This is an optimization exercise on Yosys and OpenROAD, whose aim is small area, not a production implementation. Only simulation tests tie the RTL to the original design; equivalence was not proved. No activity file was given, so power comes from the tool's default toggle rates.

--- flow/standard.sh ---
#!/bin/bash
# synth_recipe.tcl (not shown) runs the flow's synth.tcl, then flattens the netlist and writes it again
# the make line also repeats each setting of config.mk as NAME=value (left out here)
make -C /OpenROAD-flow-scripts/flow DESIGN_CONFIG=/design/flow/config.mk WORK_HOME=/design/flow/orfs CLKGATE_MAP_FILE= SYNTH_SCRIPT=/design/flow/synth_recipe.tcl "${@:-finish}"
--- flow/constraint.sdc ---
create_clock -name core_clock -period 10.0 [get_ports {clk}]
set_input_delay 2.0000 -clock core_clock [delete_from_list [all_inputs] [get_ports {clk}]]
set_output_delay 2.0000 -clock core_clock [all_outputs]
set_load 0.01 [all_outputs]
--- flow/design.v ---
module FIR_Filter_Optimized(
  input clk,
  input CLK_Filter,
  input rst_n,
  input wire [7:0] RED_ADC_Value,
  input wire [7:0] IR_ADC_Next,
  output wire [19:0] Out_RED_Filtered,
  output wire [19:0] Out_IR_Filtered);
reg [8*46-1:0] sr;    
reg [4:0] h;          
reg [18:0] ir_hold;
reg [18:0] out_red, out_ir;
assign Out_RED_Filtered = {1'b0, out_red};
assign Out_IR_Filtered = {1'b0, out_ir};
wire [7:0] mn0 = ~(sr[31:24] & {8{h >= 5'd2}});
wire [7:0] mn1 = ~(sr[47:40] & {8{h >= 5'd3}});
wire [7:0] mn2 = ~(sr[63:56] & {8{h >= 5'd4}});
wire [7:0] mn3 = ~(sr[79:72] & {8{h >= 5'd5}});
wire [7:0] mn4 = ~(sr[95:88] & {8{h >= 5'd6}});
wire [7:0] mn5 = ~(sr[111:104] & {8{h >= 5'd7}});
wire [7:0] mn6 = ~(sr[127:120] & {8{h >= 5'd8}});
wire [7:0] mn7 = ~(sr[143:136] & {8{h >= 5'd9}});
wire [7:0] mn8 = ~(sr[159:152] & {8{h >= 5'd10}});
wire [7:0] mn9 = ~(sr[175:168] & {8{h >= 5'd11}});
wire [7:0] mn10 = ~(sr[191:184] & {8{h >= 5'd12}});
wire [7:0] mn11 = ~(sr[207:200] & {8{h >= 5'd13}});
wire [7:0] mn12 = ~(sr[223:216] & {8{h >= 5'd14}});
wire [7:0] mn13 = ~(sr[239:232] & {8{h >= 5'd15}});
wire [7:0] mn14 = ~(sr[255:248] & {8{h >= 5'd16}});
wire [7:0] mn15 = ~(sr[271:264] & {8{h >= 5'd17}});
wire [7:0] mn16 = ~(sr[287:280] & {8{h >= 5'd18}});
wire [7:0] mn17 = ~(sr[303:296] & {8{h >= 5'd19}});
wire [7:0] mn18 = ~(sr[319:312] & {8{h >= 5'd20}});
wire [7:0] mn19 = ~(sr[335:328] & {8{h >= 5'd21}});
wire [7:0] mn20 = ~(sr[351:344] & {8{h >= 5'd22}});
wire [7:0] mn21 = ~(sr[367:360] & {8{h >= 5'd23}});
wire hs1, hc2, fs3, fc4, fs5, fc6, fs7, fc8, fs9, fc10, fs11, fc12, fs13, fc14, fs15, fc16, hs17, hc18, fs19, fc20, fs21, fc22, fs23, fc24, fs25, fc26, fs27, fc28, fs29, fc30, fs31, fc32, hs33, hc34, fs35, fc36, fs37, fc38, fs39, fc40, fs41, fc42, fs43, fc44, fs45, fc46, fs47, fc48, hs49, hc50, fs51, fc52, fs53, fc54, fs55, fc56, fs57, fc58, fs59, fc60, fs61, fc62, fs63, fc64, hs65, hc66, fs67, fc68, fs69, fc70, fs71, fc72, fs73, fc74, fs75, fc76, fs77, fc78, fs79, fc80, hs81, hc82, fs83, fc84, fs85, fc86, fs87, fc88, fs89, fc90, fs91, fc92, fs93, fc94, fs95, fc96, hs97, hc98, fs99, fc100, fs101, fc102, fs103, fc104, fs105, fc106, fs107, fc108, fs109, fc110, fs111, fc112, hs113, hc114, fs115, fc116, fs117, fc118, fs119, fc120, fs121, fc122, fs123, fc124, fs125, fc126, fs127, fc128, nv129, nv130, nv131, nv132, nv133, nv134, nv135, nv136, nv137, nv138, nv139, nv140, nv141, nv142, nv143, nv144, nv145, nv146, nv147, nv148, nv149, nv150, nv151, nv152, nv153, nv154, nv155, nv156, nv157, nv158, nv159, nv160, nv161, nv162, nv163, nv164, nv165, nv166, nv167, nv168, nv169, nv170, nv171, nv172, nv173, nv174, nv175, nv176, nv177, nv178, nv179, nv180, nv181, nv182, fs183, fc184, hs185, hc186, fs187, fc188, fs189, fc190, fs191, fc192, fs193, fc194, fs195, fc196, fs197, fc198, fs199, fc200, fs201, fc202, fs203, fc204, fs205, fc206, fs207, fc208, fs209, fc210, fs211, fc212, fs213, fc214, fs215, fc216, fs217, fc218, fs219, fc220, fs221, fc222, fs223, fc224, fs225, fc226, fs227, fc228, fs229, fc230, fs231, fc232, fs233, fc234, fs235, fc236, fs237, fc238, fs239, fc240, fs241, fc242, fs243, fc244, fs245, fc246, fs247, fc248, fs249, fc250, fs251, fc252, fs253, fc254, fs255, fc256, fs257, fc258, fs259, fc260, fs261, fc262, fs263, fc264, fs265, fc266, fs267, fc268, fs269, fc270, fs271, fc272, fs273, fc274, fs275, fc276, fs277, fc278, fs279, fc280, fs281, fc282, fs283, fc284, fs285, fc286, fs287, fc288, fs289, fc290, fs291, fc292, fs293, fc294, fs295, fc296, hs297, hc298, fs299, fc300, fs301, fc302, fs303, fc304, fs305, fc306, fs307, fc308, fs309, fc310, fs311, fc312, fs313, fc314, fs315, fc316, fs317, fc318, fs319, fc320, fs321, fc322, fs323, fc324, fs325, fc326, fs327, fc328, fs329, fc330, fs331, fc332, fs333, fc334, fs335, fc336, fs337, fc338, fs339, fc340, fs341, fc342, fs343, fc344, fs345, fc346, fs347, fc348, fs349, fc350, fs351, fc352, fs353, fc354, fs355, fc356, fs357, fc358, fs359, fc360, fs361, fc362, fs363, fc364, fs365, fc366, fs367, fc368, fs369, fc370, fs371, fc372, fs373, fc374, fs375, fc376, fs377, fc378, fs379, fc380, fs381, fc382, fs383, fc384, fs385, fc386, fs387, fc388, fs389, fc390, fs391, fc392, fs393, fc394, fs395, fc396, fs397, fc398, fs399, fc400, fs401, fc402, fs403, fc404, fs405, fc406, fs407, fc408, fs409, fc410, fs411, fc412, fs413, fc414, fs415, fc416, fs417, fc418, fs419, fc420, fs421, fc422, fs423, fc424, fs425, fc426, fs427, fc428, fs429, fc430, fs431, fc432, fs433, fc434, fs435, fc436, fs437, fc438, fs439, fc440, fs441, fc442, fs443, fc444, fs445, fc446, fs447, fc448, fs449, fc450, fs451, fc452, fs453, fc454, fs455, fc456, fs457, fc458, fs459, fc460, fs461, fc462, fs463, fc464, fs465, fc466, fs467, fc468, fs469, fc470, fs471, fc472, fs473, fc474, fs475, fc476, fs477, fc478, fs479, fc480, fs481, fc482, fs483, fc484, fs485, fc486, hs487, hc488, fs489, fc490, fs491, fc492, fs493, fc494, fs495, fc496, fs497, fc498, fs499, fc500, fs501, fc502, fs503, fc504, fs505, fc506, fs507, fc508, fs509, fc510, fs511, fc512, fs513, fc514, fs515, fc516, fs517, fc518, fs519, fc520, fs521, fc522, fs523, fc524, fs525, fc526, fs527, fc528, fs529, fc530, hs531, hc532, fs533, fc534, fs535, fc536, fs537, fc538, fs539, fc540, fs541, fc542, fs543, fc544, fs545, fc546, fs547, fc548, fs549, fc550, fs551, fc552, fs553, fc554, fs555, fc556, fs557, fc558, fs559, fc560, fs561, fc562, fs563, fc564, fs565, fc566, fs567, fc568, fs569, fc570, fs571, fc572, fs573, fc574, fs575, fc576, fs577, fc578, fs579, fc580, fs581, fc582, fs583, fc584, fs585, fc586, fs587, fc588, fs589, fc590, fs591, fc592, fs593, fc594, fs595, fc596, fs597, fc598, fs599, fc600, hs601, hc602, fs603, fc604, fs605, fc606, fs607, fc608, fs609, fc610, fs611, fc612, fs613, fc614, fs615, fc616, fs617, fc618, fs619, fc620, fs621, fc622, fs623, fc624, fs625, fc626, hs627, hc628, fs629, fc630, fs631, fc632, fs633, fc634, fs635, fc636, fs637, fc638, fs639, fc640, fs641, fc642, fs643, fc644, fs645, fc646, hs647, hc648, fs649, fc650, fs651, fc652, fs653, fc654, fs655, fc656, fs657, fc658, fs659, fc660, fs661, fc662, fs663, fc664, hs665, hc666, fs667, fc668, hs669, hc670, hs671, hc672;
HA uhs1(.a(mn1[0]), .b(mn20[0]), .s(hs1), .co(hc2));
FA ufs3(.a(mn1[1]), .b(mn20[1]), .c(hc2), .s(fs3), .co(fc4));
FA ufs5(.a(mn1[2]), .b(mn20[2]), .c(fc4), .s(fs5), .co(fc6));
FA ufs7(.a(mn1[3]), .b(mn20[3]), .c(fc6), .s(fs7), .co(fc8));
FA ufs9(.a(mn1[4]), .b(mn20[4]), .c(fc8), .s(fs9), .co(fc10));
FA ufs11(.a(mn1[5]), .b(mn20[5]), .c(fc10), .s(fs11), .co(fc12));
FA ufs13(.a(mn1[6]), .b(mn20[6]), .c(fc12), .s(fs13), .co(fc14));
FA ufs15(.a(mn1[7]), .b(mn20[7]), .c(fc14), .s(fs15), .co(fc16));
HA uhs17(.a(mn3[0]), .b(mn18[0]), .s(hs17), .co(hc18));
FA ufs19(.a(mn3[1]), .b(mn18[1]), .c(hc18), .s(fs19), .co(fc20));
FA ufs21(.a(mn3[2]), .b(mn18[2]), .c(fc20), .s(fs21), .co(fc22));
FA ufs23(.a(mn3[3]), .b(mn18[3]), .c(fc22), .s(fs23), .co(fc24));
FA ufs25(.a(mn3[4]), .b(mn18[4]), .c(fc24), .s(fs25), .co(fc26));
FA ufs27(.a(mn3[5]), .b(mn18[5]), .c(fc26), .s(fs27), .co(fc28));
FA ufs29(.a(mn3[6]), .b(mn18[6]), .c(fc28), .s(fs29), .co(fc30));
FA ufs31(.a(mn3[7]), .b(mn18[7]), .c(fc30), .s(fs31), .co(fc32));
HA uhs33(.a(mn4[0]), .b(mn17[0]), .s(hs33), .co(hc34));
FA ufs35(.a(mn4[1]), .b(mn17[1]), .c(hc34), .s(fs35), .co(fc36));
FA ufs37(.a(mn4[2]), .b(mn17[2]), .c(fc36), .s(fs37), .co(fc38));
FA ufs39(.a(mn4[3]), .b(mn17[3]), .c(fc38), .s(fs39), .co(fc40));
FA ufs41(.a(mn4[4]), .b(mn17[4]), .c(fc40), .s(fs41), .co(fc42));
FA ufs43(.a(mn4[5]), .b(mn17[5]), .c(fc42), .s(fs43), .co(fc44));
FA ufs45(.a(mn4[6]), .b(mn17[6]), .c(fc44), .s(fs45), .co(fc46));
FA ufs47(.a(mn4[7]), .b(mn17[7]), .c(fc46), .s(fs47), .co(fc48));
HA uhs49(.a(mn5[0]), .b(mn16[0]), .s(hs49), .co(hc50));
FA ufs51(.a(mn5[1]), .b(mn16[1]), .c(hc50), .s(fs51), .co(fc52));
FA ufs53(.a(mn5[2]), .b(mn16[2]), .c(fc52), .s(fs53), .co(fc54));
FA ufs55(.a(mn5[3]), .b(mn16[3]), .c(fc54), .s(fs55), .co(fc56));
FA ufs57(.a(mn5[4]), .b(mn16[4]), .c(fc56), .s(fs57), .co(fc58));
FA ufs59(.a(mn5[5]), .b(mn16[5]), .c(fc58), .s(fs59), .co(fc60));
FA ufs61(.a(mn5[6]), .b(mn16[6]), .c(fc60), .s(fs61), .co(fc62));
FA ufs63(.a(mn5[7]), .b(mn16[7]), .c(fc62), .s(fs63), .co(fc64));
HA uhs65(.a(mn6[0]), .b(mn15[0]), .s(hs65), .co(hc66));
FA ufs67(.a(mn6[1]), .b(mn15[1]), .c(hc66), .s(fs67), .co(fc68));
FA ufs69(.a(mn6[2]), .b(mn15[2]), .c(fc68), .s(fs69), .co(fc70));
FA ufs71(.a(mn6[3]), .b(mn15[3]), .c(fc70), .s(fs71), .co(fc72));
FA ufs73(.a(mn6[4]), .b(mn15[4]), .c(fc72), .s(fs73), .co(fc74));
FA ufs75(.a(mn6[5]), .b(mn15[5]), .c(fc74), .s(fs75), .co(fc76));
FA ufs77(.a(mn6[6]), .b(mn15[6]), .c(fc76), .s(fs77), .co(fc78));
FA ufs79(.a(mn6[7]), .b(mn15[7]), .c(fc78), .s(fs79), .co(fc80));
HA uhs81(.a(mn7[0]), .b(mn14[0]), .s(hs81), .co(hc82));
FA ufs83(.a(mn7[1]), .b(mn14[1]), .c(hc82), .s(fs83), .co(fc84));
FA ufs85(.a(mn7[2]), .b(mn14[2]), .c(fc84), .s(fs85), .co(fc86));
FA ufs87(.a(mn7[3]), .b(mn14[3]), .c(fc86), .s(fs87), .co(fc88));
FA ufs89(.a(mn7[4]), .b(mn14[4]), .c(fc88), .s(fs89), .co(fc90));
FA ufs91(.a(mn7[5]), .b(mn14[5]), .c(fc90), .s(fs91), .co(fc92));
FA ufs93(.a(mn7[6]), .b(mn14[6]), .c(fc92), .s(fs93), .co(fc94));
FA ufs95(.a(mn7[7]), .b(mn14[7]), .c(fc94), .s(fs95), .co(fc96));
HA uhs97(.a(mn8[0]), .b(mn13[0]), .s(hs97), .co(hc98));
FA ufs99(.a(mn8[1]), .b(mn13[1]), .c(hc98), .s(fs99), .co(fc100));
FA ufs101(.a(mn8[2]), .b(mn13[2]), .c(fc100), .s(fs101), .co(fc102));
FA ufs103(.a(mn8[3]), .b(mn13[3]), .c(fc102), .s(fs103), .co(fc104));
FA ufs105(.a(mn8[4]), .b(mn13[4]), .c(fc104), .s(fs105), .co(fc106));
FA ufs107(.a(mn8[5]), .b(mn13[5]), .c(fc106), .s(fs107), .co(fc108));
FA ufs109(.a(mn8[6]), .b(mn13[6]), .c(fc108), .s(fs109), .co(fc110));
FA ufs111(.a(mn8[7]), .b(mn13[7]), .c(fc110), .s(fs111), .co(fc112));
HA uhs113(.a(mn9[0]), .b(mn12[0]), .s(hs113), .co(hc114));
FA ufs115(.a(mn9[1]), .b(mn12[1]), .c(hc114), .s(fs115), .co(fc116));
FA ufs117(.a(mn9[2]), .b(mn12[2]), .c(fc116), .s(fs117), .co(fc118));
FA ufs119(.a(mn9[3]), .b(mn12[3]), .c(fc118), .s(fs119), .co(fc120));
FA ufs121(.a(mn9[4]), .b(mn12[4]), .c(fc120), .s(fs121), .co(fc122));
FA ufs123(.a(mn9[5]), .b(mn12[5]), .c(fc122), .s(fs123), .co(fc124));
FA ufs125(.a(mn9[6]), .b(mn12[6]), .c(fc124), .s(fs125), .co(fc126));
FA ufs127(.a(mn9[7]), .b(mn12[7]), .c(fc126), .s(fs127), .co(fc128));
assign nv129 = ~hs17;
assign nv130 = ~fs19;
assign nv131 = ~fs21;
assign nv132 = ~fs23;
assign nv133 = ~fs25;
assign nv134 = ~fs27;
assign nv135 = ~fs29;
assign nv136 = ~fs31;
assign nv137 = ~fc32;
assign nv138 = ~hs49;
assign nv139 = ~fs51;
assign nv140 = ~fs53;
assign nv141 = ~fs55;
assign nv142 = ~fs57;
assign nv143 = ~fs59;
assign nv144 = ~fs61;
assign nv145 = ~fs63;
assign nv146 = ~fc64;
assign nv147 = ~hs65;
assign nv148 = ~fs67;
assign nv149 = ~fs69;
assign nv150 = ~fs71;
assign nv151 = ~fs73;
assign nv152 = ~fs75;
assign nv153 = ~fs77;
assign nv154 = ~fs79;
assign nv155 = ~fc80;
assign nv156 = ~hs81;
assign nv157 = ~fs83;
assign nv158 = ~fs85;
assign nv159 = ~fs87;
assign nv160 = ~fs89;
assign nv161 = ~fs91;
assign nv162 = ~fs93;
assign nv163 = ~fs95;
assign nv164 = ~fc96;
assign nv165 = ~hs97;
assign nv166 = ~fs99;
assign nv167 = ~fs101;
assign nv168 = ~fs103;
assign nv169 = ~fs105;
assign nv170 = ~fs107;
assign nv171 = ~fs109;
assign nv172 = ~fs111;
assign nv173 = ~fc112;
assign nv174 = ~hs113;
assign nv175 = ~fs115;
assign nv176 = ~fs117;
assign nv177 = ~fs119;
assign nv178 = ~fs121;
assign nv179 = ~fs123;
assign nv180 = ~fs125;
assign nv181 = ~fs127;
assign nv182 = ~fc128;
FA ufs183(.a(1'b1), .b(hs33), .c(nv156), .s(fs183), .co(fc184));
HA uhs185(.a(nv165), .b(fs183), .s(hs185), .co(hc186));
FA ufs187(.a(mn0[0]), .b(mn21[0]), .c(hs1), .s(fs187), .co(fc188));
FA ufs189(.a(hs33), .b(hs113), .c(nv147), .s(fs189), .co(fc190));
FA ufs191(.a(fs35), .b(fc184), .c(fs187), .s(fs191), .co(fc192));
FA ufs193(.a(nv157), .b(nv166), .c(fs189), .s(fs193), .co(fc194));
FA ufs195(.a(hc186), .b(fs191), .c(fs193), .s(fs195), .co(fc196));
FA ufs197(.a(1'b1), .b(mn0[1]), .c(mn21[1]), .s(fs197), .co(fc198));
FA ufs199(.a(nv129), .b(nv138), .c(fs197), .s(fs199), .co(fc200));
FA ufs201(.a(fs3), .b(fs35), .c(fs115), .s(fs201), .co(fc202));
FA ufs203(.a(fc188), .b(fc190), .c(nv148), .s(fs203), .co(fc204));
FA ufs205(.a(fs199), .b(fs37), .c(fc192), .s(fs205), .co(fc206));
FA ufs207(.a(nv158), .b(nv167), .c(fs201), .s(fs207), .co(fc208));
FA ufs209(.a(fc194), .b(fs203), .c(fs205), .s(fs209), .co(fc210));
FA ufs211(.a(fs207), .b(fc196), .c(fs209), .s(fs211), .co(fc212));
FA ufs213(.a(1'b1), .b(mn0[2]), .c(mn21[2]), .s(fs213), .co(fc214));
FA ufs215(.a(hs1), .b(hs33), .c(nv174), .s(fs215), .co(fc216));
FA ufs217(.a(fc198), .b(fs213), .c(nv130), .s(fs217), .co(fc218));
FA ufs219(.a(nv139), .b(fs215), .c(fc200), .s(fs219), .co(fc220));
FA ufs221(.a(fs5), .b(fs37), .c(fs117), .s(fs221), .co(fc222));
FA ufs223(.a(fc202), .b(nv149), .c(fc204), .s(fs223), .co(fc224));
FA ufs225(.a(fs217), .b(fs219), .c(fs39), .s(fs225), .co(fc226));
FA ufs227(.a(fc206), .b(fs221), .c(nv159), .s(fs227), .co(fc228));
FA ufs229(.a(nv168), .b(fc208), .c(fs223), .s(fs229), .co(fc230));
FA ufs231(.a(fs225), .b(fc210), .c(fs227), .s(fs231), .co(fc232));
FA ufs233(.a(fs229), .b(fc212), .c(fs231), .s(fs233), .co(fc234));
FA ufs235(.a(mn0[3]), .b(mn21[3]), .c(mn2[0]), .s(fs235), .co(fc236));
FA ufs237(.a(mn19[0]), .b(hs65), .c(nv165), .s(fs237), .co(fc238));
FA ufs239(.a(fc214), .b(fs235), .c(fs3), .s(fs239), .co(fc240));
FA ufs241(.a(fs35), .b(fc216), .c(nv175), .s(fs241), .co(fc242));
FA ufs243(.a(fs237), .b(nv131), .c(nv140), .s(fs243), .co(fc244));
FA ufs245(.a(fs239), .b(fc218), .c(fs241), .s(fs245), .co(fc246));
FA ufs247(.a(fc220), .b(fc222), .c(fs7), .s(fs247), .co(fc248));
FA ufs249(.a(fs39), .b(fs119), .c(nv150), .s(fs249), .co(fc250));
FA ufs251(.a(fc224), .b(fs243), .c(fs245), .s(fs251), .co(fc252));
FA ufs253(.a(fs41), .b(fc226), .c(nv160), .s(fs253), .co(fc254));
FA ufs255(.a(nv169), .b(fc228), .c(fs247), .s(fs255), .co(fc256));
FA ufs257(.a(fc230), .b(fs249), .c(fs251), .s(fs257), .co(fc258));
FA ufs259(.a(fc232), .b(fs253), .c(fs255), .s(fs259), .co(fc260));
FA ufs261(.a(fs257), .b(fc234), .c(fs259), .s(fs261), .co(fc262));
FA ufs263(.a(1'b1), .b(mn0[4]), .c(mn21[4]), .s(fs263), .co(fc264));
FA ufs265(.a(mn2[1]), .b(mn19[1]), .c(hs17), .s(fs265), .co(fc266));
FA ufs267(.a(hs33), .b(nv156), .c(fc236), .s(fs267), .co(fc268));
FA ufs269(.a(fs263), .b(fs67), .c(fc238), .s(fs269), .co(fc270));
FA ufs271(.a(fs265), .b(nv166), .c(fs267), .s(fs271), .co(fc272));
FA ufs273(.a(fs5), .b(fs37), .c(fc240), .s(fs273), .co(fc274));
FA ufs275(.a(nv176), .b(fc242), .c(fs269), .s(fs275), .co(fc276));
FA ufs277(.a(fs271), .b(fs273), .c(nv132), .s(fs277), .co(fc278));
FA ufs279(.a(nv141), .b(fc244), .c(fc246), .s(fs279), .co(fc280));
FA ufs281(.a(fs275), .b(fs9), .c(fs41), .s(fs281), .co(fc282));
FA ufs283(.a(fs121), .b(fc248), .c(nv151), .s(fs283), .co(fc284));
FA ufs285(.a(fc250), .b(fs277), .c(fc252), .s(fs285), .co(fc286));
FA ufs287(.a(fs279), .b(fs43), .c(nv161), .s(fs287), .co(fc288));
FA ufs289(.a(nv170), .b(fc254), .c(fc256), .s(fs289), .co(fc290));
FA ufs291(.a(fs281), .b(fs283), .c(fc258), .s(fs291), .co(fc292));
FA ufs293(.a(fs285), .b(fc260), .c(fs287), .s(fs293), .co(fc294));
FA ufs295(.a(fs289), .b(fs291), .c(fc262), .s(fs295), .co(fc296));
HA uhs297(.a(fs293), .b(fs295), .s(hs297), .co(hc298));
FA ufs299(.a(mn0[5]), .b(mn21[5]), .c(mn2[2]), .s(fs299), .co(fc300));
FA ufs301(.a(mn19[2]), .b(hs49), .c(hs65), .s(fs301), .co(fc302));
FA ufs303(.a(fc264), .b(fs299), .c(fs19), .s(fs303), .co(fc304));
FA ufs305(.a(fs35), .b(fc266), .c(fs301), .s(fs305), .co(fc306));
FA ufs307(.a(nv157), .b(fc268), .c(fs69), .s(fs307), .co(fc308));
FA ufs309(.a(fc270), .b(nv167), .c(fs303), .s(fs309), .co(fc310));
FA ufs311(.a(fs305), .b(fc272), .c(fc274), .s(fs311), .co(fc312));
FA ufs313(.a(fs7), .b(fs39), .c(fs307), .s(fs313), .co(fc314));
FA ufs315(.a(nv177), .b(fc276), .c(fs309), .s(fs315), .co(fc316));
FA ufs317(.a(nv133), .b(nv142), .c(fc278), .s(fs317), .co(fc318));
FA ufs319(.a(fs311), .b(fc280), .c(fs313), .s(fs319), .co(fc320));
FA ufs321(.a(fs315), .b(fs11), .c(fs43), .s(fs321), .co(fc322));
FA ufs323(.a(fs123), .b(fc282), .c(nv152), .s(fs323), .co(fc324));
FA ufs325(.a(fc284), .b(fs317), .c(fc286), .s(fs325), .co(fc326));
FA ufs327(.a(fs319), .b(fs45), .c(nv162), .s(fs327), .co(fc328));
FA ufs329(.a(nv171), .b(fc288), .c(fc290), .s(fs329), .co(fc330));
FA ufs331(.a(fs321), .b(fs323), .c(fc292), .s(fs331), .co(fc332));
FA ufs333(.a(fs325), .b(fc294), .c(fs327), .s(fs333), .co(fc334));
FA ufs335(.a(fs329), .b(fs331), .c(fs333), .s(fs335), .co(fc336));
FA ufs337(.a(fc296), .b(hc298), .c(fs335), .s(fs337), .co(fc338));
FA ufs339(.a(1'b1), .b(mn0[6]), .c(mn21[6]), .s(fs339), .co(fc340));
FA ufs341(.a(mn2[3]), .b(mn19[3]), .c(mn10[0]), .s(fs341), .co(fc342));
FA ufs343(.a(mn11[0]), .b(hs81), .c(hs97), .s(fs343), .co(fc344));
FA ufs345(.a(hs113), .b(fc300), .c(fs339), .s(fs345), .co(fc346));
FA ufs347(.a(fs341), .b(fs51), .c(fs67), .s(fs347), .co(fc348));
FA ufs349(.a(fc302), .b(fs343), .c(fs345), .s(fs349), .co(fc350));
FA ufs351(.a(fs21), .b(fs37), .c(fc304), .s(fs351), .co(fc352));
FA ufs353(.a(fc306), .b(nv158), .c(fs347), .s(fs353), .co(fc354));
FA ufs355(.a(fs349), .b(fc308), .c(fs71), .s(fs355), .co(fc356));
FA ufs357(.a(fs351), .b(nv168), .c(fc310), .s(fs357), .co(fc358));
FA ufs359(.a(fs353), .b(fc312), .c(fs9), .s(fs359), .co(fc360));
FA ufs361(.a(fs41), .b(nv178), .c(fc314), .s(fs361), .co(fc362));
FA ufs363(.a(fs355), .b(fc316), .c(fs357), .s(fs363), .co(fc364));
FA ufs365(.a(nv134), .b(nv143), .c(fc318), .s(fs365), .co(fc366));
FA ufs367(.a(fs359), .b(fc320), .c(fs361), .s(fs367), .co(fc368));
FA ufs369(.a(fs363), .b(fs13), .c(fs45), .s(fs369), .co(fc370));
FA ufs371(.a(fs125), .b(fc322), .c(nv153), .s(fs371), .co(fc372));
FA ufs373(.a(fc324), .b(fs365), .c(fc326), .s(fs373), .co(fc374));
FA ufs375(.a(fs367), .b(fs47), .c(nv163), .s(fs375), .co(fc376));
FA ufs377(.a(nv172), .b(fc328), .c(fc330), .s(fs377), .co(fc378));
FA ufs379(.a(fs369), .b(fs371), .c(fc332), .s(fs379), .co(fc380));
FA ufs381(.a(fs373), .b(fc334), .c(fs375), .s(fs381), .co(fc382));
FA ufs383(.a(fs377), .b(fs379), .c(fc336), .s(fs383), .co(fc384));
FA ufs385(.a(fs381), .b(fc338), .c(fs383), .s(fs385), .co(fc386));
FA ufs387(.a(1'b1), .b(mn0[7]), .c(mn21[7]), .s(fs387), .co(fc388));
FA ufs389(.a(mn2[4]), .b(mn19[4]), .c(mn10[1]), .s(fs389), .co(fc390));
FA ufs391(.a(mn11[1]), .b(fc340), .c(fc342), .s(fs391), .co(fc392));
FA ufs393(.a(fs387), .b(fs389), .c(fs83), .s(fs393), .co(fc394));
FA ufs395(.a(fs99), .b(fs115), .c(fc344), .s(fs395), .co(fc396));
FA ufs397(.a(fc346), .b(fs391), .c(fs53), .s(fs397), .co(fc398));
FA ufs399(.a(fs69), .b(fc348), .c(fs393), .s(fs399), .co(fc400));
FA ufs401(.a(fs395), .b(fc350), .c(fc352), .s(fs401), .co(fc402));
FA ufs403(.a(fs23), .b(fs39), .c(fs397), .s(fs403), .co(fc404));
FA ufs405(.a(nv159), .b(fc354), .c(fs399), .s(fs405), .co(fc406));
FA ufs407(.a(fs73), .b(fc356), .c(nv169), .s(fs407), .co(fc408));
FA ufs409(.a(fc358), .b(fs401), .c(fs403), .s(fs409), .co(fc410));
FA ufs411(.a(fs405), .b(fs11), .c(fs43), .s(fs411), .co(fc412));
FA ufs413(.a(fc360), .b(nv179), .c(fc362), .s(fs413), .co(fc414));
FA ufs415(.a(fc364), .b(fs407), .c(fs409), .s(fs415), .co(fc416));
FA ufs417(.a(nv135), .b(nv144), .c(fc366), .s(fs417), .co(fc418));
FA ufs419(.a(fs411), .b(fc368), .c(fs413), .s(fs419), .co(fc420));
FA ufs421(.a(fs415), .b(fc48), .c(nv164), .s(fs421), .co(fc422));
FA ufs423(.a(nv173), .b(fs15), .c(fs47), .s(fs423), .co(fc424));
FA ufs425(.a(fs127), .b(fc370), .c(nv154), .s(fs425), .co(fc426));
FA ufs427(.a(fc372), .b(fs417), .c(fc374), .s(fs427), .co(fc428));
FA ufs429(.a(fs419), .b(fc376), .c(fc378), .s(fs429), .co(fc430));
FA ufs431(.a(fs421), .b(fs423), .c(fs425), .s(fs431), .co(fc432));
FA ufs433(.a(fs427), .b(fc380), .c(fs429), .s(fs433), .co(fc434));
FA ufs435(.a(fc382), .b(fs431), .c(fs433), .s(fs435), .co(fc436));
FA ufs437(.a(fc384), .b(fs435), .c(fc386), .s(fs437), .co(fc438));
FA ufs439(.a(1'b1), .b(mn2[5]), .c(mn19[5]), .s(fs439), .co(fc440));
FA ufs441(.a(mn10[2]), .b(mn11[2]), .c(fc388), .s(fs441), .co(fc442));
FA ufs443(.a(fc390), .b(fs439), .c(fc392), .s(fs443), .co(fc444));
FA ufs445(.a(fs441), .b(fs85), .c(fs101), .s(fs445), .co(fc446));
FA ufs447(.a(fs117), .b(fc394), .c(fc396), .s(fs447), .co(fc448));
FA ufs449(.a(fs443), .b(fc398), .c(fs55), .s(fs449), .co(fc450));
FA ufs451(.a(fs71), .b(fs445), .c(fs447), .s(fs451), .co(fc452));
FA ufs453(.a(fc400), .b(fc402), .c(fs25), .s(fs453), .co(fc454));
FA ufs455(.a(fs41), .b(nv160), .c(fc404), .s(fs455), .co(fc456));
FA ufs457(.a(fs449), .b(fc406), .c(fs451), .s(fs457), .co(fc458));
FA ufs459(.a(fs75), .b(nv170), .c(fc408), .s(fs459), .co(fc460));
FA ufs461(.a(fs453), .b(fc410), .c(fs455), .s(fs461), .co(fc462));
FA ufs463(.a(fs457), .b(fs13), .c(fs45), .s(fs463), .co(fc464));
FA ufs465(.a(fc412), .b(nv180), .c(fc414), .s(fs465), .co(fc466));
FA ufs467(.a(fs459), .b(fc416), .c(fs461), .s(fs467), .co(fc468));
FA ufs469(.a(fc16), .b(fc48), .c(fc128), .s(fs469), .co(fc470));
FA ufs471(.a(nv155), .b(nv136), .c(nv145), .s(fs471), .co(fc472));
FA ufs473(.a(fc418), .b(fs463), .c(fc420), .s(fs473), .co(fc474));
FA ufs475(.a(fs465), .b(fs467), .c(fc422), .s(fs475), .co(fc476));
FA ufs477(.a(fc424), .b(fs469), .c(fc426), .s(fs477), .co(fc478));
FA ufs479(.a(fs471), .b(fc428), .c(fs473), .s(fs479), .co(fc480));
FA ufs481(.a(fc430), .b(fs475), .c(fs477), .s(fs481), .co(fc482));
FA ufs483(.a(fc432), .b(fs479), .c(fc434), .s(fs483), .co(fc484));
FA ufs485(.a(fs481), .b(fc436), .c(fs483), .s(fs485), .co(fc486));
HA uhs487(.a(fc438), .b(fs485), .s(hs487), .co(hc488));
FA ufs489(.a(mn2[6]), .b(mn19[6]), .c(mn10[3]), .s(fs489), .co(fc490));
FA ufs491(.a(mn11[3]), .b(fc440), .c(fs489), .s(fs491), .co(fc492));
FA ufs493(.a(fc442), .b(fs491), .c(fc444), .s(fs493), .co(fc494));
FA ufs495(.a(fc446), .b(fc448), .c(fs87), .s(fs495), .co(fc496));
FA ufs497(.a(fs103), .b(fs119), .c(fs493), .s(fs497), .co(fc498));
FA ufs499(.a(fs57), .b(fs73), .c(fc450), .s(fs499), .co(fc500));
FA ufs501(.a(fc452), .b(fs495), .c(fs497), .s(fs501), .co(fc502));
FA ufs503(.a(fs27), .b(fs43), .c(fc454), .s(fs503), .co(fc504));
FA ufs505(.a(nv161), .b(fc456), .c(fs499), .s(fs505), .co(fc506));
FA ufs507(.a(fc458), .b(fs501), .c(fs77), .s(fs507), .co(fc508));
FA ufs509(.a(nv171), .b(fc460), .c(fs503), .s(fs509), .co(fc510));
FA ufs511(.a(fc462), .b(fs505), .c(nv137), .s(fs511), .co(fc512));
FA ufs513(.a(nv146), .b(fs15), .c(fs47), .s(fs513), .co(fc514));
FA ufs515(.a(fc464), .b(nv181), .c(fc466), .s(fs515), .co(fc516));
FA ufs517(.a(fs507), .b(fs509), .c(fc468), .s(fs517), .co(fc518));
FA ufs519(.a(fc470), .b(fc472), .c(fs511), .s(fs519), .co(fc520));
FA ufs521(.a(fs513), .b(fc474), .c(fs515), .s(fs521), .co(fc522));
FA ufs523(.a(fs517), .b(fc476), .c(fc478), .s(fs523), .co(fc524));
FA ufs525(.a(fs519), .b(fc480), .c(fs521), .s(fs525), .co(fc526));
FA ufs527(.a(fc482), .b(fs523), .c(fs525), .s(fs527), .co(fc528));
FA ufs529(.a(fc484), .b(fs527), .c(fc486), .s(fs529), .co(fc530));
HA uhs531(.a(hc488), .b(fs529), .s(hs531), .co(hc532));
FA ufs533(.a(mn2[7]), .b(mn19[7]), .c(mn10[4]), .s(fs533), .co(fc534));
FA ufs535(.a(mn11[4]), .b(fc490), .c(fs533), .s(fs535), .co(fc536));
FA ufs537(.a(fc492), .b(fs535), .c(fc494), .s(fs537), .co(fc538));
FA ufs539(.a(fs89), .b(fs105), .c(fs121), .s(fs539), .co(fc540));
FA ufs541(.a(fc496), .b(fc498), .c(fs537), .s(fs541), .co(fc542));
FA ufs543(.a(fs59), .b(fs75), .c(fc500), .s(fs543), .co(fc544));
FA ufs545(.a(fs539), .b(fc502), .c(fs541), .s(fs545), .co(fc546));
FA ufs547(.a(fs29), .b(fs45), .c(fc504), .s(fs547), .co(fc548));
FA ufs549(.a(nv162), .b(fc506), .c(fs543), .s(fs549), .co(fc550));
FA ufs551(.a(fs545), .b(fc16), .c(fc48), .s(fs551), .co(fc552));
FA ufs553(.a(nv182), .b(fs79), .c(fc508), .s(fs553), .co(fc554));
FA ufs555(.a(nv172), .b(fc510), .c(fs547), .s(fs555), .co(fc556));
FA ufs557(.a(fs549), .b(fc512), .c(fc514), .s(fs557), .co(fc558));
FA ufs559(.a(fs551), .b(fc516), .c(fs553), .s(fs559), .co(fc560));
FA ufs561(.a(fs555), .b(fc518), .c(fc520), .s(fs561), .co(fc562));
FA ufs563(.a(fs557), .b(fc522), .c(fs559), .s(fs563), .co(fc564));
FA ufs565(.a(fc524), .b(fs561), .c(fc526), .s(fs565), .co(fc566));
FA ufs567(.a(fs563), .b(fc528), .c(fs565), .s(fs567), .co(fc568));
FA ufs569(.a(fs567), .b(fc530), .c(hc532), .s(fs569), .co(fc570));
FA ufs571(.a(1'b1), .b(mn10[5]), .c(mn11[5]), .s(fs571), .co(fc572));
FA ufs573(.a(fc534), .b(fs571), .c(fc536), .s(fs573), .co(fc574));
FA ufs575(.a(fs573), .b(fc538), .c(fs91), .s(fs575), .co(fc576));
FA ufs577(.a(fs107), .b(fs123), .c(fc540), .s(fs577), .co(fc578));
FA ufs579(.a(fc542), .b(fs61), .c(fs77), .s(fs579), .co(fc580));
FA ufs581(.a(fc544), .b(fs575), .c(fs577), .s(fs581), .co(fc582));
FA ufs583(.a(fc546), .b(fc80), .c(nv173), .s(fs583), .co(fc584));
FA ufs585(.a(fs31), .b(fs47), .c(fc548), .s(fs585), .co(fc586));
FA ufs587(.a(nv163), .b(fc550), .c(fs579), .s(fs587), .co(fc588));
FA ufs589(.a(fs581), .b(fc552), .c(fc554), .s(fs589), .co(fc590));
FA ufs591(.a(fs583), .b(fc556), .c(fs585), .s(fs591), .co(fc592));
FA ufs593(.a(fs587), .b(fc558), .c(fs589), .s(fs593), .co(fc594));
FA ufs595(.a(fc560), .b(fs591), .c(fc562), .s(fs595), .co(fc596));
FA ufs597(.a(fs593), .b(fc564), .c(fs595), .s(fs597), .co(fc598));
FA ufs599(.a(fc566), .b(fs597), .c(fc568), .s(fs599), .co(fc600));
HA uhs601(.a(fc570), .b(fs599), .s(hs601), .co(hc602));
FA ufs603(.a(mn10[6]), .b(mn11[6]), .c(fc572), .s(fs603), .co(fc604));
FA ufs605(.a(fs603), .b(fc574), .c(fs93), .s(fs605), .co(fc606));
FA ufs607(.a(fs109), .b(fs125), .c(fc576), .s(fs607), .co(fc608));
FA ufs609(.a(fc578), .b(fc32), .c(fc48), .s(fs609), .co(fc610));
FA ufs611(.a(nv164), .b(fs63), .c(fs79), .s(fs611), .co(fc612));
FA ufs613(.a(fc580), .b(fc582), .c(fs605), .s(fs613), .co(fc614));
FA ufs615(.a(fs607), .b(fc584), .c(fc586), .s(fs615), .co(fc616));
FA ufs617(.a(fs609), .b(fc588), .c(fs611), .s(fs617), .co(fc618));
FA ufs619(.a(fs613), .b(fc590), .c(fs615), .s(fs619), .co(fc620));
FA ufs621(.a(fc592), .b(fs617), .c(fc594), .s(fs621), .co(fc622));
FA ufs623(.a(fs619), .b(fc596), .c(fs621), .s(fs623), .co(fc624));
FA ufs625(.a(fc598), .b(fs623), .c(fc600), .s(fs625), .co(fc626));
HA uhs627(.a(hc602), .b(fs625), .s(hs627), .co(hc628));
FA ufs629(.a(mn10[7]), .b(mn11[7]), .c(fc604), .s(fs629), .co(fc630));
FA ufs631(.a(fs629), .b(fc64), .c(fc80), .s(fs631), .co(fc632));
FA ufs633(.a(fs95), .b(fs111), .c(fs127), .s(fs633), .co(fc634));
FA ufs635(.a(fc606), .b(fc608), .c(fc610), .s(fs635), .co(fc636));
FA ufs637(.a(fc612), .b(fs631), .c(fc614), .s(fs637), .co(fc638));
FA ufs639(.a(fs633), .b(fc616), .c(fs635), .s(fs639), .co(fc640));
FA ufs641(.a(fc618), .b(fs637), .c(fc620), .s(fs641), .co(fc642));
FA ufs643(.a(fs639), .b(fc622), .c(fs641), .s(fs643), .co(fc644));
FA ufs645(.a(fc624), .b(fs643), .c(fc626), .s(fs645), .co(fc646));
HA uhs647(.a(hc628), .b(fs645), .s(hs647), .co(hc648));
FA ufs649(.a(fc630), .b(fc96), .c(fc112), .s(fs649), .co(fc650));
FA ufs651(.a(fc128), .b(fc632), .c(fc634), .s(fs651), .co(fc652));
FA ufs653(.a(fs649), .b(fc636), .c(fs651), .s(fs653), .co(fc654));
FA ufs655(.a(fc638), .b(fc640), .c(fs653), .s(fs655), .co(fc656));
FA ufs657(.a(fc642), .b(fs655), .c(fc644), .s(fs657), .co(fc658));
FA ufs659(.a(fs657), .b(fc646), .c(hc648), .s(fs659), .co(fc660));
FA ufs661(.a(fc650), .b(fc652), .c(fc654), .s(fs661), .co(fc662));
FA ufs663(.a(fc656), .b(fs661), .c(fc658), .s(fs663), .co(fc664));
HA uhs665(.a(fc660), .b(fs663), .s(hs665), .co(hc666));
FA ufs667(.a(1'b1), .b(fc662), .c(fc664), .s(fs667), .co(fc668));
HA uhs669(.a(hc666), .b(fs667), .s(hs669), .co(hc670));
HA uhs671(.a(fc668), .b(hc670), .s(hs671), .co(hc672));
wire [18:0] sum_n = {hs671, hs669, hs665, fs659, hs647, hs627, hs601, fs569, hs531, hs487, fs437, fs385, fs337, hs297, fs261, fs233, fs211, fs195, hs185};
always @(posedge clk) begin
  sr <= {sr[8*45-1:0], CLK_Filter ? RED_ADC_Value : IR_ADC_Next};
  ir_hold <= ~sum_n;
  if (rst_n) begin
    h <= 5'd0;
    out_red <= 19'd0;
    out_ir <= 19'd0;
  end else if (CLK_Filter) begin
    if (h != 5'd23) h <= h + 5'd1;
    out_red <= ~sum_n;
    out_ir <= ir_hold;
  end
end
endmodule
module FA(input a, input b, input c, output s, output co);
assign s = a ^ b ^ c;
assign co = (a & b) | (c & (a ^ b));
endmodule
module HA(input a, input b, output s, output co);
assign s = a ^ b;
assign co = a & b;
endmodule
module Controller_StateMachine(ADC, clk, Find_Setting, rst_n, LED_Drive, DC_Comp, LED_IR, LED_RED, PGA_Gain,
                               RED_ADC_Value, IR_ADC_Next, CLK_Filter);
	input  wire [7:0] ADC;
	input  wire clk;
	input  wire rst_n;           
	input  wire Find_Setting;
	output wire [3:0] LED_Drive;
	output reg  [6:0] DC_Comp;
	output wire LED_IR;
	output wire LED_RED;
	output reg  [3:0] PGA_Gain;
	output reg  [7:0] RED_ADC_Value;  
	output wire [7:0] IR_ADC_Next;    
	output reg  CLK_Filter;
	localparam [3:0] S_IDLE  = 4'd0,   
	                 S_RST4  = 4'd1,   
	                 S_ROP   = 4'd2,
	                 S_RGAIN = 4'd3,
	                 S_IOP   = 4'd4,
	                 S_IGAIN = 4'd5,
	                 S_AR    = 4'd6,
	                 S_AI    = 4'd7,
	                 S_ALT   = 4'd8;
	reg [3:0]  st;
	reg [1:0]  prev;         
	reg [15:0] gw;           
	reg [4:0]  cnt;
	reg [7:0]  vmin, vmax;
	reg [6:0]  oth_op;
	reg [3:0]  oth_g;
	reg        led_ir;
	reg [7:0]  IR_ADC_Value;
	assign LED_Drive = 4'd10;
	assign LED_IR  = led_ir;
	assign LED_RED = ~led_ir;
	wire in_reset = (st == S_IDLE) | (st == S_RST4);
	wire win_done = cnt[4] & cnt[2];
	wire aw_ok    = cnt[3] & cnt[1];
	wire in_alt   = (st == S_ALT) | (st == S_AR) | (st == S_AI);
	wire in_rng = (ADC < 8'd240) & (ADC > 8'd5);
	wire clip   = (ADC > 8'd240) | (ADC < 8'd5);
	wire gw_ok  = (|gw[15:10]) | (gw[9] & ((|gw[8:6]) | (gw[5] & (|gw[4:0]))));
	wire [8:0] cmin, cmax;
	assign cmin[0] = 1'b1;    
	assign cmax[0] = 1'b0;    
	genvar gi;
	generate for (gi = 0; gi < 8; gi = gi + 1) begin : cmp
		assign cmin[gi+1] = (ADC[gi] & ~vmin[gi]) | (cmin[gi] & (ADC[gi] | ~vmin[gi]));
		assign cmax[gi+1] = (ADC[gi] & ~vmax[gi]) | (cmax[gi] & (ADC[gi] | ~vmax[gi]));
	end endgenerate
	wire lt_min = ~cmin[8];
	wire gt_max = cmax[8];
	wire [7:0] dcy;           
	wire [7:2] q;             
	assign dcy[1] = vmax[0] | ~vmin[0];
	assign dcy[2] = (vmax[1] & ~vmin[1]) | (dcy[1] & (vmax[1] | ~vmin[1]));
	generate for (gi = 2; gi < 7; gi = gi + 1) begin : sub
		FA u(.a(vmax[gi]), .b(~vmin[gi]), .c(dcy[gi]), .s(q[gi]), .co(dcy[gi+1]));
	end endgenerate
	assign q[7] = vmax[7] ^ ~vmin[7] ^ dcy[7];
	wire [7:0] mid;
	wire [7:0] mcy;
	HA m0(.a(vmin[0]), .b(q[2]), .s(mid[0]), .co(mcy[1]));
	generate for (gi = 1; gi < 6; gi = gi + 1) begin : add
		FA u(.a(vmin[gi]), .b(q[gi+2]), .c(mcy[gi]), .s(mid[gi]), .co(mcy[gi+1]));
	end endgenerate
	HA m6(.a(vmin[6]), .b(mcy[6]), .s(mid[6]), .co(mcy[7]));
	assign mid[7] = vmin[7] ^ mcy[7];
	wire accept = (mid >= 8'd117) & (mid <= 8'd137);
	wire [15:0] gw_inc;
	wire [15:0] gcy;
	assign gw_inc[0] = ~gw[0];
	assign gcy[1] = gw[0];
	generate for (gi = 1; gi < 15; gi = gi + 1) begin : ginc
		HA u(.a(gw[gi]), .b(gcy[gi]), .s(gw_inc[gi]), .co(gcy[gi+1]));
	end endgenerate
	assign gw_inc[15] = gw[15] ^ gcy[15];
	assign IR_ADC_Next = rst_n ? 8'd0 :
	                     Find_Setting ? IR_ADC_Value :
	                     in_reset ? 8'd0 :
	                     ((st == S_ALT) & (prev == 2'd2)) ? ADC : IR_ADC_Value;
	always @(posedge clk) begin
		IR_ADC_Value <= IR_ADC_Next;
		if (rst_n) CLK_Filter <= 1'b0;
		else CLK_Filter <= ~CLK_Filter;
	end
	always @(posedge clk) begin
		if (rst_n) begin
			st <= S_IDLE;
			prev <= 2'd0;
			led_ir <= 1'b0;
			DC_Comp <= 7'd0;
			PGA_Gain <= 4'd0;
			gw <= 16'd545;
			cnt <= 5'd0;
			vmin <= 8'd255;
			vmax <= 8'd0;
			RED_ADC_Value <= 8'd0;
		end else if (Find_Setting) begin
			st <= S_ROP;
			if (in_alt) cnt <= 5'd1;
		end else begin
			case (st)
			S_IDLE, S_RST4: begin
				led_ir <= 1'b0;
				DC_Comp <= 7'd0;
				PGA_Gain <= 4'd0;
				gw <= 16'd545;
				cnt <= 5'd0;
				vmin <= 8'd255;
				vmax <= 8'd0;
				RED_ADC_Value <= 8'd0;
				st <= (st == S_RST4) ? S_IOP : S_IDLE;
			end
			S_ROP, S_IOP: begin
				if (st == S_IOP) led_ir <= 1'b1;
				if (!win_done) begin
					if (lt_min) vmin <= ADC;
					if (gt_max) vmax <= ADC;
					cnt <= cnt + 5'd1;
				end else begin
					vmin <= 8'd255;
					vmax <= 8'd0;
					cnt <= 5'd1;
					if (accept) begin
						if (st == S_ROP) begin oth_op <= DC_Comp; st <= S_RGAIN; end
						else st <= S_IGAIN;
					end else
						DC_Comp <= DC_Comp + 7'd10;
				end
			end
			S_RGAIN, S_IGAIN: begin
				if (in_rng & gw_ok) PGA_Gain <= PGA_Gain + 4'd1;
				if ((in_rng & gw_ok) | clip) gw <= 16'd1;
				else gw <= gw_inc;
				if (clip) begin
					if (st == S_RGAIN) begin oth_g <= PGA_Gain; st <= S_RST4; end
					else begin st <= S_ALT; cnt <= 5'd10; end
				end
			end
			S_ALT: begin
				if (aw_ok) begin
					cnt <= 5'd1;
					st <= (prev == 2'd1) ? S_AI : S_AR;
				end else
					cnt <= cnt + 5'd1;
				if (prev == 2'd1) RED_ADC_Value <= ADC;
			end
			S_AR, S_AI: begin
				if (led_ir != (st == S_AI)) begin
					DC_Comp <= oth_op;
					oth_op <= DC_Comp;
					PGA_Gain <= oth_g;
					oth_g <= PGA_Gain;
				end
				led_ir <= (st == S_AI);
				st <= S_ALT;
				prev <= (st == S_AI) ? 2'd2 : 2'd1;
			end
			default: ;
			endcase
		end
	end
endmodule
module Top_Module_Controller_and_FIR(ADC,clk,Find_Setting, rst_n, LED_Drive,DC_Comp,LED_IR,LED_RED,PGA_Gain,Out_IR_Filtered,Out_RED_Filtered);
	output wire [3:0] LED_Drive;
	output wire [6:0] DC_Comp;
	output wire LED_IR;
	output wire LED_RED;
	output wire [3:0] PGA_Gain;
	input wire [7:0] ADC;
	input wire clk;
	input wire rst_n;
	input wire Find_Setting;
	output wire [19:0] Out_IR_Filtered;
	output wire [19:0] Out_RED_Filtered;
	wire [7:0] RED_ADC_Value;
	wire [7:0] IR_ADC_Next;
	wire CLK_Filter;
	Controller_StateMachine Controller(
	.ADC(ADC), .clk(clk), .Find_Setting(Find_Setting), .rst_n(rst_n),
	.LED_Drive(LED_Drive), .DC_Comp(DC_Comp), .LED_IR(LED_IR), .LED_RED(LED_RED), .PGA_Gain(PGA_Gain),
	.RED_ADC_Value(RED_ADC_Value), .IR_ADC_Next(IR_ADC_Next), .CLK_Filter(CLK_Filter));
	FIR_Filter_Optimized Filters(
	.clk(clk), .CLK_Filter(CLK_Filter), .rst_n(rst_n),
	.RED_ADC_Value(RED_ADC_Value), .IR_ADC_Next(IR_ADC_Next),
	.Out_RED_Filtered(Out_RED_Filtered), .Out_IR_Filtered(Out_IR_Filtered));
endmodule
--- flow/flow/run.sh ---
#!/bin/bash
# Layout flow: the standard ORFS flow (standard.sh: the standard synthesis,
# floorplan, power grid, tap cells, placement, CTS, routing), with two settings
# passed to it through the environment:
#  - every port still gets its own buffer, but the smallest one (buf_1);
#  - the clock tree uses clkbuf_8 sink clusters and no dummy loads.
# The whole make output goes to flow_make.log in this folder; ORFS also writes
# each step's log under orfs/logs/.
set -euo pipefail
export BUFFER_PORTS_ARGS="-buffer_cell sky130_fd_sc_hd__buf_1"
export CTS_ARGS="-sink_clustering_enable -repair_clock_nets -dont_use_dummy_load -buf_list sky130_fd_sc_hd__clkbuf_4 -root_buf sky130_fd_sc_hd__clkbuf_8 -tree_buf sky130_fd_sc_hd__clkbuf_8 -sink_clustering_size 12 -sink_clustering_max_diameter 40"
bash standard.sh finish > flow_make.log 2>&1
--- flow/config.mk ---
export PLATFORM = sky130hd
export DESIGN_NAME = Top_Module_Controller_and_FIR
export DESIGN_NICKNAME = Top_Module_Controller_and_FIR
export VERILOG_FILES = /design/flow/design.v
export SDC_FILE = /design/flow/constraint.sdc
export NUM_CORES = 4
export LEC_CHECK = 0
export CAP_MARGIN = 20
export CORE_MARGIN = 2
export CORE_UTILIZATION = 60
export SLEW_MARGIN = 20
export SYNTH_HIERARCHICAL = 1
==> impl_metrics.ini, run 1 <==
[status]
outcome = timing/DRC/antenna clean

[cts]
clockBufferDepth = 3
path_clk_slew_ns = 0.11
clock_latency_ns = 0.63
cts_sinks = 513
ctsRootBufferMaster = sky130_fd_sc_hd__clkbuf_8
cts_inserted_buffers = 66
htree_num_levels = 3
cts.hold.buffers_added = 0
tritoncts = yes

[synth]
synth.largest_area_cell = sky130_fd_sc_hd__dfxtp_1
synth_xor_xnor_area_share = 0.00330
async_reset_ff_frac = 0
mean_syn_cell_area_um2 = 12.8
share_of_the_synthesized_area_in_compound_gates_ao_oa_aoi_oai = 0.0666
total_number_of_yosys_warnings = 8
dominantRegCellSynth = sky130_fd_sc_hd__dfxtp_1
synth_top_area_frac = 0.474
synthAdderAreaFrac = 0.310
dominant_combinational_cell_family_by_area_after_synthesis = adder cells
yosys-mux-area-fraction = 0.0175
synth-edff-count = 11
synth_cells = 1652
post_synth_num_cell_types = 81
synth.top_cells.by_area = sky130_fd_sc_hd__dfxtp_1 (47%), sky130_fd_sc_hd__fa_1 (28%), sky130_fd_sc_hd__nand2_1 (3.8%), sky130_fd_sc_hd__ha_1 (2.4%), sky130_fd_sc_hd__inv_1 (1.8%)
register_area_share_after_synthesis = 0.489
synth_simple_gate_area_share = 0.0799
ys_ff_latch = 513
syn-cell-area_um2 = 21200

[floorplanning]
initial_core_utilization = 0.611
core.rowCount = 68
die_area_um2 = 36900
die_x_um = 192
core_area_um2 = 34700
floorplan.die.height_um = 192
io_pins = 68

[timing]
period_needed_ns = 9.74
setup_viol = 0
final-max-slew-violation-count = 0
finalCritPeriodShare = 0.974
max_slew.worst_pin.slew_ns = 0.770
fin_worst_skew_ns = 0.0985
rsz0062_at_grt = no
timing.fmax_mhz = 103
setup_tns_ns = 0
timing.max_slew.rel_slack = 0.486
finalHoldViolations = 0

[power]
p_int_mw = 2.59
ir_drop_uv = 107
cellLeakagePower_nw = 8.44
sw_frac_of_total = 0.248
clkPwrFrac = 0.282
total_power_mw = 3.44
power.net_switching_mw = 0.851
power.sequential.fraction = 0.622
cellPowerDensity_nw_per_um2 = 151
comb_pwr_share = 0.096

[setup_path]
cell_type_with_the_highest_occurrence_count_on_the_critical_path = sky130_fd_sc_hd__fa_1
worst-setup-path-type = reg2reg
cp-end-kind = flop
critical_path_arrival_ns = 10.23
critPathMaxFanout = 9
crit_path_start_kind = flop
worstPathRequired_ns = 10.49
critical-path-max-stage-delay_ns = 0.57
cp_slowest_cell = sky130_fd_sc_hd__or4_4

[placement]
dp_hpwl_um = 35300
port_buffer_cells = 61
gp_congestion = 0.886

[finish]
layout.nets = 2124
final_layout_size_suffix_gt1_frac = 0.0927
antenna_cells = 0
area_growth_pct = 7.05

[global_routing]
first_global_vias = 12456
initial_antenna_violation_count = 0
grt_use_total = 0.252
grt_start_max_net_pins = 66
grt_first_pass_wirelength_um = 68400
grt-ovfl-total = 0

[detailed_routing]
ant_nets = 0
detail_route.iter0.violations = 463
detail_route.drc_violations = 0
drt-pass1-iter-count = 5
detail_route.wirelength_um = 43900
drt-wirelength-per-cell_um = 19.7
detailroute.via_count = 11847
vias_per_instance = 5.33

[run]
max_cap_violations = 0

[min_path]
timing.hold.worst.class = reg2reg
flip-flops by register name, indices dropped and copies added, names as in the netlist, 7 cells and up:
register and count:
Filters.out_red 19, Controller.IR_ADC_Value 8, Controller.vmin 8, Filters.out_ir 19, Filters.ir_hold 19, Controller.RED_ADC_Value 8, Controller.DC_Comp 7, Controller.vmax 8
Controller.oth_op 7, Controller.gw 16, Filters.sr 368
Yosys cell counts, drive strengths merged, types with 3 or more instances:
| master | number |
|---|---|
| dfxtp | 502 |
| fa | 301 |
| nand2 | 214 |
| inv | 100 |
| nor2 | 94 |
| a21oi | 46 |
| ha | 41 |
| a211oi | 36 |
| clkbuf | 29 |
| buf | 28 |
| mux2i | 28 |
| o21ai | 25 |
| nand3 | 22 |
| a22o | 19 |
| edfxtp | 11 |
| nand2b | 11 |
| nor3 | 10 |
| nor2b | 9 |
| mux2 | 8 |
| a22oi | 7 |
| o22a | 7 |
| a211o | 6 |
| or4 | 6 |
| nor4 | 5 |
| o22ai | 5 |
| o31ai | 5 |
| xnor2 | 5 |
| a21o | 4 |
| and2 | 4 |
| conb | 4 |
| maj3 | 4 |
| o221ai | 4 |
| a311oi | 3 |
| a31oi | 3 |
| and3 | 3 |
| o211ai | 3 |
| or2 | 3 |
| or3 | 3 |
| xor2 | 3 |
stage by stage:
step           cells  utilization  area, µm²  hold slack, ns  setup slack [ns]
3_5_place_dp    2157        0.634      22000           0.312             0.100
5_1_grt         2224        0.654      22700           0.250           0.00552
6_report        2224        0.654      22700           0.260             0.259
4_1_cts         2223        0.650      22600           0.258            0.0748
3_3_place_gp    2157        0.634      22000           0.310             0.278
2_1_floorplan   1663            -      21300           0.310             0.522
cell type report:
type	count	area, µm²
Timing Repair Buffer	97	510
Inverter	101	379
Multi-Input combinational cell	992	10300
Sequential cell	513	10400
Fill cell	2717	12000
Clock buffer	66	552
Tap cell	455	569
timing repair:
item	in CTS	in global routing
gates resized for setup	0	35
endpoints found under the setup margin	0	3
setup buffers	0	1
modules after synthesis (local to each module, per instance), a selection:
module                   area (µm²)  cells inside  copies in the design
Controller_StateMachine        4160           467                     1
FA                             20.0             1                   301
FIR_Filter_Optimized          10600           850                     1
HA                             12.5             1                    34
final timing paths:
kind              slack (ns)                   to  cells past startpoint             from
setup / recovery        0.26  Filters.out_red[18]                     28     Filters.h[0]
hold / removal          0.26      Filters.sr[364]                      0  Filters.sr[356]
setup reg to reg        0.26  Filters.out_red[18]                     28     Filters.h[0]
hold reg to reg         0.26      Filters.sr[364]                      0  Filters.sr[356]
critical path, delay by kind of cell (launching register included):
family,cells,cell delay (ns)
simple gates,2,0.70
buf+inv,2,0.25
fa+ha+maj,23,8.06
compound gates,1,0.23
flops,1,0.38
power by group through the flow:
stage	Combinational, mW	Sequential [mW]	Clock (mW)
floorplan	0.230	2.18	0
global route	0.376	2.15	1.09
detailed placement	0.328	2.18	0
global placement	0.321	2.18	0
CTS	0.330	2.14	1.01
finish	0.329	2.14	0.970
logic make-up after synthesis:
logic type,after synthesis
AO/OA/AOI/OAI,197
XOR/XNOR,8
adder cells (fa/ha/maj),346
buffers and inverters,158
flip-flops,513
multiplexers,36
other,4
AND/OR/NAND/NOR,390
layout by cell type, fill, tap and decap left out, types with 8 or more instances in the layout:
master / count
sky130_fd_sc_hd__nand2b_1: 11
sky130_fd_sc_hd__a21oi_1: 44
sky130_fd_sc_hd__edfxtp_1: 11
sky130_fd_sc_hd__clkbuf_8: 9
sky130_fd_sc_hd__o21ai_0: 16
sky130_fd_sc_hd__fa_1: 287
sky130_fd_sc_hd__buf_1: 60
sky130_fd_sc_hd__mux2_2: 8
sky130_fd_sc_hd__nand3_1: 22
sky130_fd_sc_hd__conb_1: 15
sky130_fd_sc_hd__nor2b_1: 9
sky130_fd_sc_hd__a22o_1: 19
sky130_fd_sc_hd__mux2i_1: 28
sky130_fd_sc_hd__o21ai_1: 8
sky130_fd_sc_hd__clkbuf_4: 58
sky130_fd_sc_hd__inv_1: 98
sky130_fd_sc_hd__a211oi_1: 34
sky130_fd_sc_hd__nor2_1: 93
sky130_fd_sc_hd__nand2_1: 211
sky130_fd_sc_hd__fa_2: 14
sky130_fd_sc_hd__dfxtp_1: 498
sky130_fd_sc_hd__buf_4: 34
sky130_fd_sc_hd__ha_1: 38
routing by layer:
layer  up-vias  wire [µm]  track usage
met1      5936      19300        0.338
met2       250      21800        0.422
met3        78       1630       0.0442
met5         -          0            0
li1       5583          -            -
met4         0       1110       0.0781
==> inputs of run 2 (changes only) <==
--- a/flow/flow/run.sh
+++ b/flow/flow/run.sh
@@ -9,4 +9,4 @@
 set -euo pipefail
 export BUFFER_PORTS_ARGS="-buffer_cell sky130_fd_sc_hd__buf_1"
-export CTS_ARGS="-sink_clustering_enable -repair_clock_nets -dont_use_dummy_load -buf_list sky130_fd_sc_hd__clkbuf_4 -root_buf sky130_fd_sc_hd__clkbuf_8 -tree_buf sky130_fd_sc_hd__clkbuf_8 -sink_clustering_size 12 -sink_clustering_max_diameter 40"
+export CTS_ARGS="-sink_clustering_enable -repair_clock_nets -dont_use_dummy_load -buf_list sky130_fd_sc_hd__clkbuf_16 -sink_clustering_size 30 -sink_clustering_max_diameter 45"
 bash standard.sh finish > flow_make.log 2>&1
==> run 2 against run 1 <==
Against the previous run: still clean; critical path depth unchanged; global-route usage down 0.19 points; register-to-register slack better by 0.03 ns; sequential share of layout area down 1.0 points; highest routed layer unchanged.
==> impl_metrics.ini, run 2 <==
[detailed_routing]
topRoutingLayerUsed = met4
detail_route.iter0.violations = 472
detail_route.drc_violations = 0
route.met2.wl_um = 22200
detailroute.via_count = 11775
drt-wirelength-per-cell_um = 19.9
wirelength_met1_um = 19100
drt-pass1-iter-count = 5
detail_route.wirelength_um = 43900
vias_per_instance = 5.35
ant_nets = 0
route.met3.wl_um = 1800

[setup_path]
worstPathRequired_ns = 10.45
cell_type_with_the_highest_occurrence_count_on_the_critical_path = sky130_fd_sc_hd__fa_1
crit_family = adder cells
timing.critical_path.buf_inv = 2
critical-path-max-stage-delay_ns = 0.56
critical_path_arrival_ns = 10.16
cp-end-kind = flop
critPathMaxFanout = 9
cp_slowest_cell = sky130_fd_sc_hd__or4_4
worst-setup-path-type = reg2reg
crit_path_start_kind = flop

[finish]
registers.top_by_ff_count = Filters.sr
layout.cells.most_common_list = sky130_fd_sc_hd__dfxtp_1 (498), sky130_fd_sc_hd__fa_1 (287), sky130_fd_sc_hd__nand2_1 (212)
area_growth_pct = 9.43
num-fill-cells = 2640
final_layout_size_suffix_gt1_frac = 0.0797
largest_reg_flops = 368
antenna_cells = 0
most_common_cell_after_layout_fill_and_taps_aside = sky130_fd_sc_hd__dfxtp_1
final_core_util = 0.669
layout.nets = 2100

[synth]
ys_ff_latch = 513
dominantRegCellSynth = sky130_fd_sc_hd__dfxtp_1
yosys.cell_count.top_type = sky130_fd_sc_hd__dfxtp_1
synth-edff-count = 11
synth_simple_gate_area_share = 0.0799
share_of_the_synthesized_area_in_compound_gates_ao_oa_aoi_oai = 0.0666
total_number_of_yosys_warnings = 8
synth_top_area_frac = 0.474
post_synth_num_cell_types = 81
synth_cells = 1652
syn-cell-area_um2 = 21200
async_reset_ff_frac = 0
dominant_combinational_cell_family_by_area_after_synthesis = adder cells
synth_xor_xnor_area_share = 0.00330
synth.largest_area_cell = sky130_fd_sc_hd__dfxtp_1
synth_top_cells_by_count = sky130_fd_sc_hd__dfxtp_1 (502), sky130_fd_sc_hd__fa_1 (301), sky130_fd_sc_hd__nand2_1 (212)
register_area_share_after_synthesis = 0.489
synthAdderAreaFrac = 0.310
synth.top_cells.by_area = sky130_fd_sc_hd__dfxtp_1 (47%), sky130_fd_sc_hd__fa_1 (28%), sky130_fd_sc_hd__nand2_1 (3.8%), sky130_fd_sc_hd__ha_1 (2.4%), sky130_fd_sc_hd__inv_1 (1.8%)
yosys-mux-area-fraction = 0.0175
mean_syn_cell_area_um2 = 12.8

[cts]
cts.hold.buffers_added = 0
clock_latency_ns = 0.59
clockBufferDepth = 3
ctsRootBufferMaster = sky130_fd_sc_hd__clkbuf_16
htree_num_levels = 2
tritoncts = yes
path_clk_slew_ns = 0.07
cts_inserted_buffers = 42
cts_sinks = 513

[floorplanning]
core_area_um2 = 34700
io_pins = 68
die_area_um2 = 36900
die_x_um = 192
core.rowCount = 68
initial_core_utilization = 0.611
floorplan.die.height_um = 192

[global_routing]
first_global_vias = 12276
initial_antenna_violation_count = 0
grt_start_max_net_pins = 66
grt_use_total = 0.250
grt-ovfl-total = 0
grt_first_pass_wirelength_um = 68100

[power]
comb_pwr_share = 0.085
clkPwrFrac = 0.362
sw_frac_of_total = 0.230
ir_drop_uv = 171
power.net_switching_mw = 0.889
cellPowerDensity_nw_per_um2 = 167
p_int_mw = 2.98
power.sequential.fraction = 0.553
cellLeakagePower_nw = 8.63

[timing]
timing.max_slew.rel_slack = 0.493
finalCritPeriodShare = 0.972
rsz0062_at_grt = no
final-max-slew-violation-count = 0
setup_tns_ns = 0
timing.fmax_mhz = 103
period_needed_ns = 9.72
fin_worst_skew_ns = 0.0672
setup_viol = 0
max_slew.worst_pin.slew_ns = 0.761
finalHoldViolations = 0

[min_path]
timing.hold.worst.class = reg2reg

[status]
outcome = timing/DRC/antenna clean

[placement]
gp_congestion = 0.886
port_buffer_cells = 61
dp_hpwl_um = 35300

[run]
max_cap_violations = 0
run 2: cell count changes in the layout (fill, tap and decap cells not counted):
cell                        before  now
sky130_fd_sc_hd__clkbuf_4       58    1
sky130_fd_sc_hd__clkbuf_16       0   42
sky130_fd_sc_hd__clkbuf_8        9    0
sky130_fd_sc_hd__nand2_1       211  212
sky130_fd_sc_hd__nand2_2         3    2
sky130_fd_sc_hd__o31ai_2         1    0
sky130_fd_sc_hd__o31ai_4         1    2
run 2: Yosys stat by module, one instance, submodules excluded, excerpt:
module | flip-flops and latches | times used | cell area (µm²)
FA | 0 | 301 | 20.0
Controller_StateMachine | 83 | 1 | 4160
HA | 0 | 34 | 12.5
FIR_Filter_Optimized | 430 | 1 | 10600
run 2: repair_timing:
| item | in CTS | in global routing |
|---|---|---|
| setup buffers | 0 | 1 |
| setup endpoints to repair | 0 | 3 |
| gates resized for setup | 0 | 35 |
| endpoints found under the hold margin | 0 | 0 |
run 2: per-layer routing:
| layer | GRT usage | vias to the layer above |
|---|---|---|
| met5 | 0 | - |
| met4 | 0.0584 | 0 |
| met3 | 0.0404 | 49 |
| met2 | 0.427 | 235 |
| met1 | 0.338 | 5975 |
| li1 | - | 5516 |
run 2: logic make-up (layout without fill, tap and decap cells):
| group | Yosys count | after routing |
|---|---|---|
| other | 4 | 15 |
| buffers and inverters | 158 | 240 |
| AND/OR/NAND/NOR | 390 | 390 |
| multiplexers | 36 | 36 |
| flip-flops | 513 | 513 |
| AO/OA/AOI/OAI | 197 | 197 |
| XOR/XNOR | 8 | 8 |
| adder cells (fa/ha/maj) | 346 | 346 |
run 2: worst paths after layout:
kind                          to  cells past startpoint  slack [ns]            from
max          Filters.out_red[18]                     28        0.28    Filters.h[0]
min               Filters.sr[21]                      0        0.30  Filters.sr[13]
max reg2reg  Filters.out_red[18]                     28        0.28    Filters.h[0]
min reg2reg       Filters.sr[21]                      0        0.30  Filters.sr[13]
run 2: power by group through the flow:
stage                     clock network, mW  logic, mW  registers, mW
after detailed placement                  0      0.328           2.18
after global placement                    0      0.321           2.18
final                                  1.40      0.330           2.14
after floorplan                           0      0.230           2.18
after CTS                              1.44      0.330           2.14
after global routing                   1.52      0.376           2.15
run 2: worst reg2reg max path, delay by kind of cell, from the launching register on:
kind	cells	cell delay (ns)
buffers and inverters	2	0.26
and+or+nand+nor	2	0.69
DFF	1	0.36
AOI/OAI and AO/OA	1	0.23
adders and majority gates	23	8.07
run 2: cell type report:
type                    instances  area, µm²  area share
clock buffers                  42       1050      0.0453
inverters                     101        379      0.0163
repair buffers                 97        510      0.0220
flip-flops and latches        513      10400       0.447
multi-input cells             992      10300       0.444
well taps                     455        569      0.0245
run 2: stage by stage:
stage / power [mW] / setup slack (ns) / cell area [µm²] / hold slack (ns) / std cells
2_1_floorplan: 2.41 / 0.522 / 21300 / 0.310 / 1663
3_5_place_dp: 2.51 / 0.100 / 22000 / 0.312 / 2157
6_report: 3.87 / 0.285 / 23200 / 0.305 / 2200
5_1_grt: 4.04 / 0.0239 / 23200 / 0.307 / 2200
3_3_place_gp: 2.50 / 0.278 / 22000 / 0.310 / 2157
4_1_cts: 3.91 / 0.0407 / 23100 / 0.303 / 2199

[separate check: timing with driven ports]
Ports are ideal in the flow. The routed layouts listed here were re-timed in OpenROAD. Step 1: set_driving_cell puts a clkbuf_16 on clk and a buf_2 on each other input, an assumption about the parent block. Step 2 adds t to the input delays and takes it off the output delays; t is the mean of the earliest and latest rising clock arrival at the registers after step 1. Input paths then give back, and output paths get back, about the clock's delay inside the block. a / b / c = ideal / step 1 / step 2; a / b = the first two.
run | t (ns) | setup WS [ns] | clock arrival spread, ns | worst register clock-pin slew, ns
run 1 | 0.640 | 0.259 / 0.259 / 0.259 | 0.108 / 0.108 | 0.12 / 0.12
run 2 | 0.613 | 0.285 / 0.285 / 0.285 | 0.069 / 0.069 | 0.10 / 0.10
After both steps setup and hold are still met in every run listed.
